Background: an optimization exercise with open tools, aiming at a short achievable clock period and few clock cycles per item. Do not read the settings as production practice. The RTL was checked by simulation tests, not by an equivalence proof against the original design. Power and IR drop assume default switching activity.

Setup of build 67:
Design draw_fpv, start of the top module:
module draw_fpv(clock, reset,
                start, done,
                player_pos_x, player_pos_y, player_angle,
                grid_x, grid_y, grid_out,
                vga_x, vga_y, vga_colour, vga_write);
    input clock;
    input reset;
    input start;
    output done;
    input [13:0] player_pos_x;
    input [12:0] player_pos_y;
    input [7:0] player_angle;
    output [5:0] grid_x;
    output [4:0] grid_y;
    input [2:0] grid_out;
    output [7:0] vga_x;
    output [6:0] vga_y;
    output [17:0] vga_colour;
    output vga_write;
    reg [31:0] q;                
    integer i;
    reg [2:0] wp, rp;
    reg [7:0] occ;               
    wire push, pop;
    wire [2:0] push_cell;
    wire push_vert;
    wire room = ~occ[5];
    wire have = occ[0];
    wire [3:0] head = q[{rp, 2'b00} +: 4];
    raytracer rt0 (.clock(clock),
                   .reset(reset),
                   .start(start),
                   .pos_x(player_pos_x),
                   .pos_y(player_pos_y),
                   .angle(player_angle),
                   .grid_x(grid_x),
                   .grid_y(grid_y),
                   .grid_out(grid_out),
                   .room(room),
                   .push(push),
                   .push_cell(push_cell),
                   .push_vert(push_vert));
    draw_vertical_line dvl0 (.clock(clock),
                             .reset(reset),
                             .start(start),
                             .have(have),
                             .wcell(head[3:1]),
  ...
export LEC_CHECK = 0
export ABC_CLOCK_PERIOD_IN_PS = 1800
export CAP_MARGIN = 20
export CORE_MARGIN = 2
export CORE_UTILIZATION = 40
export PLACE_DENSITY = 0.6
export SETUP_SLACK_MARGIN = 2.9
export SLEW_MARGIN = 20
export SYNTH_MEMORY_MAX_BITS = 16384
create_clock -name core_clock -period 4.5 [get_ports {clock}]
standard.sh (not shown) runs the stock make flow with config.mk's settings and CLKGATE_MAP_FILE= SYNTH_SCRIPT=/design/flow/synth_recipe.tcl, a recipe that flattens the netlist after the stock synthesis.
==> flow/flow/run.sh <==
#!/bin/bash
# The standard layout (the standard.sh, every step), with the platform's
# full and half adder cells added to DONT_USE_CELLS: synthesis then leaves
# adders as plain gates for abc to map for speed, and no later step places
# an adder cell. Registers are synthesized exactly as in the standard flow.
set -euo pipefail
PLATFORM_CONFIG="$FLOW_HOME/platforms/$FLOW_PLATFORM/config.mk"
# the platform's own list: the words after "export DONT_USE_CELLS +=" up to
# the end of that continued line
PLATFORM_DONT_USE=$(awk '/^export DONT_USE_CELLS/{f=1} f{print} f && !/\\$/{exit}' "$PLATFORM_CONFIG" \
    | sed 's/export DONT_USE_CELLS += //; s/\\//g' | tr -s ' \n' ' ')
ADDERS="sky130_fd_sc_hd__fa_1 sky130_fd_sc_hd__fa_2 sky130_fd_sc_hd__fa_4 sky130_fd_sc_hd__fah_1 sky130_fd_sc_hd__fahcin_1 sky130_fd_sc_hd__fahcon_1 sky130_fd_sc_hd__ha_1 sky130_fd_sc_hd__ha_2 sky130_fd_sc_hd__ha_4"
echo "DONT_USE_CELLS=$PLATFORM_DONT_USE $ADDERS" > dont_use.log
bash standard.sh "DONT_USE_CELLS=$PLATFORM_DONT_USE $ADDERS" MATCH_CELL_FOOTPRINT=0 "CTS_ARGS=-repair_clock_nets -sink_clustering_enable -sink_clustering_size 24 -sink_clustering_max_diameter 80 -sink_clustering_levels 1" "BUFFER_PORTS_ARGS=-buffer_cell sky130_fd_sc_hd__buf_6" finish > standard.log 2>&1
Testbench counts of build 67, summed over its fixed seeds: cycles 923,715, frames 64.
Input-level comparison between build 59 and build 67:
Settings: SETUP_SLACK_MARGIN now 3.2, was 2.9.
diff --git a/flow/flow/run.sh b/flow/flow/run.sh
--- a/flow/flow/run.sh
+++ b/flow/flow/run.sh
@@ -13,2 +13,2 @@
 echo "DONT_USE_CELLS=$PLATFORM_DONT_USE $ADDERS" > dont_use.log
-bash standard.sh "DONT_USE_CELLS=$PLATFORM_DONT_USE $ADDERS" MATCH_CELL_FOOTPRINT=0 "CTS_ARGS=-repair_clock_nets -sink_clustering_enable -sink_clustering_size 24 -sink_clustering_max_diameter 80 -sink_clustering_levels 1" "BUFFER_PORTS_ARGS=-buffer_cell sky130_fd_sc_hd__buf_6" finish > standard.log 2>&1
+bash standard.sh "DONT_USE_CELLS=$PLATFORM_DONT_USE $ADDERS" MATCH_CELL_FOOTPRINT=0 "BUFFER_PORTS_ARGS=-buffer_cell sky130_fd_sc_hd__buf_6" finish > standard.log 2>&1
--- outcome ---
- No run among build 67 and build 59 stopped early or left any final violation; all are clean.
- Where register-to-register slack is concerned, build 67 is outperformed by build 59.
- Between build 67 and build 59, the part of the cycle the worst path needs does not differ in any meaningful way.
- Build 59 ended up with sky130_fd_sc_hd__buf_6 as its commonest non-fill, non-tap cell in the layout; build 67 ended up with sky130_fd_sc_hd__dfxtp_1.
- Looking at total detailed-routing wirelength across build 67 and build 59, the one that comes out lower is build 67.
- Looking at last weighted congestion value of the routability-driven placer across build 67 and build 59, the one that comes out higher is build 67.
- Diff build 67 -> build 59: met3 demand-to-capacity share in global routing up 0.83 points; minimum clock period up 0.0051 ns.
- Build 67 reports its busiest metal layer after global routing as met1 while build 59 reports met2.
Setup changes, build 59 to build 16
Settings: changing SETUP_SLACK_MARGIN from 3.2 to 2.9; setting CTS_CLUSTER_SIZE to 50 for the first time.
Findings:
Core utilization ended up 6.4 points lower on build 16 than on build 59. Looking at build 59 and build 16, the post-synthesis cell count is a wash. Build 16 improves on build 59 in wire length of the first global-routing pass. Final cell area: build 16 below build 59. In build 16, overall power is lower than in build 59. The fraction of the cycle the final worst path needs of build 16 and that of build 59 are within noise of each other. Post-route minimum period ends up lower on build 16.
Inputs modified between build 16 and build 30:
Settings: a change of SETUP_SLACK_MARGIN from 2.9 to 2.6; a deleted CTS_CLUSTER_SIZE that had been 50.
Findings:
- Build 30 reached the end of the flow, and the finished layout is clean on the timing, design-rule and antenna checks.
- Register-to-register slack: build 30 worse than build 16
- Build 16 → build 30: hold slack now sits higher; clock-buffer cell count now sits lower; register area now sits lower; clock distribution area overhead in the final layout now sits higher.
- Build 30 ended with more clock network fraction of total power than build 16.
- For build 30, the slowest cell on the critical path was sky130_fd_sc_hd__dfxtp_1, unlike build 16, where it was sky130_fd_sc_hd__dfxtp_4.
- Delta(via count, build 30 - build 16) < 0
Input changes introduced in build 43 (baseline for comparison: build 30):
Settings: changing SETUP_SLACK_MARGIN from 2.6 to 2.9.
==> flow/flow/run.sh <==
#!/bin/bash
set -euo pipefail
PLATFORM_CONFIG="$FLOW_HOME/platforms/$FLOW_PLATFORM/config.mk"
# the platform's own list: the words after "export DONT_USE_CELLS +=" up to
# the end of that continued line
PLATFORM_DONT_USE=$(awk '/^export DONT_USE_CELLS/{f=1} f{print} f && !/\\$/{exit}' "$PLATFORM_CONFIG" \
    | sed 's/export DONT_USE_CELLS += //; s/\\//g' | tr -s ' \n' ' ')
ADDERS="sky130_fd_sc_hd__fa_1 sky130_fd_sc_hd__fa_2 sky130_fd_sc_hd__fa_4 sky130_fd_sc_hd__fah_1 sky130_fd_sc_hd__fahcin_1 sky130_fd_sc_hd__fahcon_1 sky130_fd_sc_hd__ha_1 sky130_fd_sc_hd__ha_2 sky130_fd_sc_hd__ha_4"
echo "DONT_USE_CELLS=$PLATFORM_DONT_USE $ADDERS" > dont_use.log
bash standard.sh "DONT_USE_CELLS=$PLATFORM_DONT_USE $ADDERS" MATCH_CELL_FOOTPRINT=0 \
    "BUFFER_PORTS_ARGS=-buffer_cell sky130_fd_sc_hd__buf_6" finish > standard.log 2>&1
Notes after the runs:
The final reports for build 43 and build 30 show portion of the layout cell area used by clock cells lower in the former.
Lower time the worst path needs with I/O delays and setup was reported by build 43, not build 30.
Diff build 30..build 43 | average size of a mapped cell | unchanged
Compared with build 30, in build 43 static leakage went up by about 4%, instance area after placement was more or less identical, clock network power share went down by 1.3 points.
NOTE area occupied by multi-input gates build 30->build 43 increased by a few percent
Relative to build 30, the reg-to-reg setup timing slack of build 43 is higher by 0.05 ns.
[build 43 vs build 30] non-filler instance count after layout: higher in build 43

[re-timing with driven ports]
Ports are ideal in the flow. The routed layouts listed here were re-timed in OpenROAD.
Step 1 sets driving cells, clkbuf_16 on the clock port and buf_2 on the other inputs (assumed; they add their load-dependent delay and slew).
Step 2 times the ports against the registers' clock, not the clock port: input delays grow and output delays shrink by t, the midpoint of the rising clock arrivals with the driver on.
Three values: ideal, step 1, step 2; two values: the first two.
run | t (ns) | slack for setup (ns) | cell pins on the clock port's net
build 67 | 0.459 | 2.699 / 2.658 / 2.583 | 1
build 59 | 0.469 | 2.694 / 2.651 / 2.712 | 1
build 16 | 0.459 | 2.699 / 2.658 / 2.583 | 1
build 30 | 0.465 | 2.652 / 2.610 / 2.402 | 1
build 43 | 0.459 | 2.699 / 2.658 / 2.583 | 1
After both steps every run listed still meets setup and hold. For build 30, which loses most, drivers alone change the setup slack by -0.042 ns; drivers and shift together by -0.250 ns.
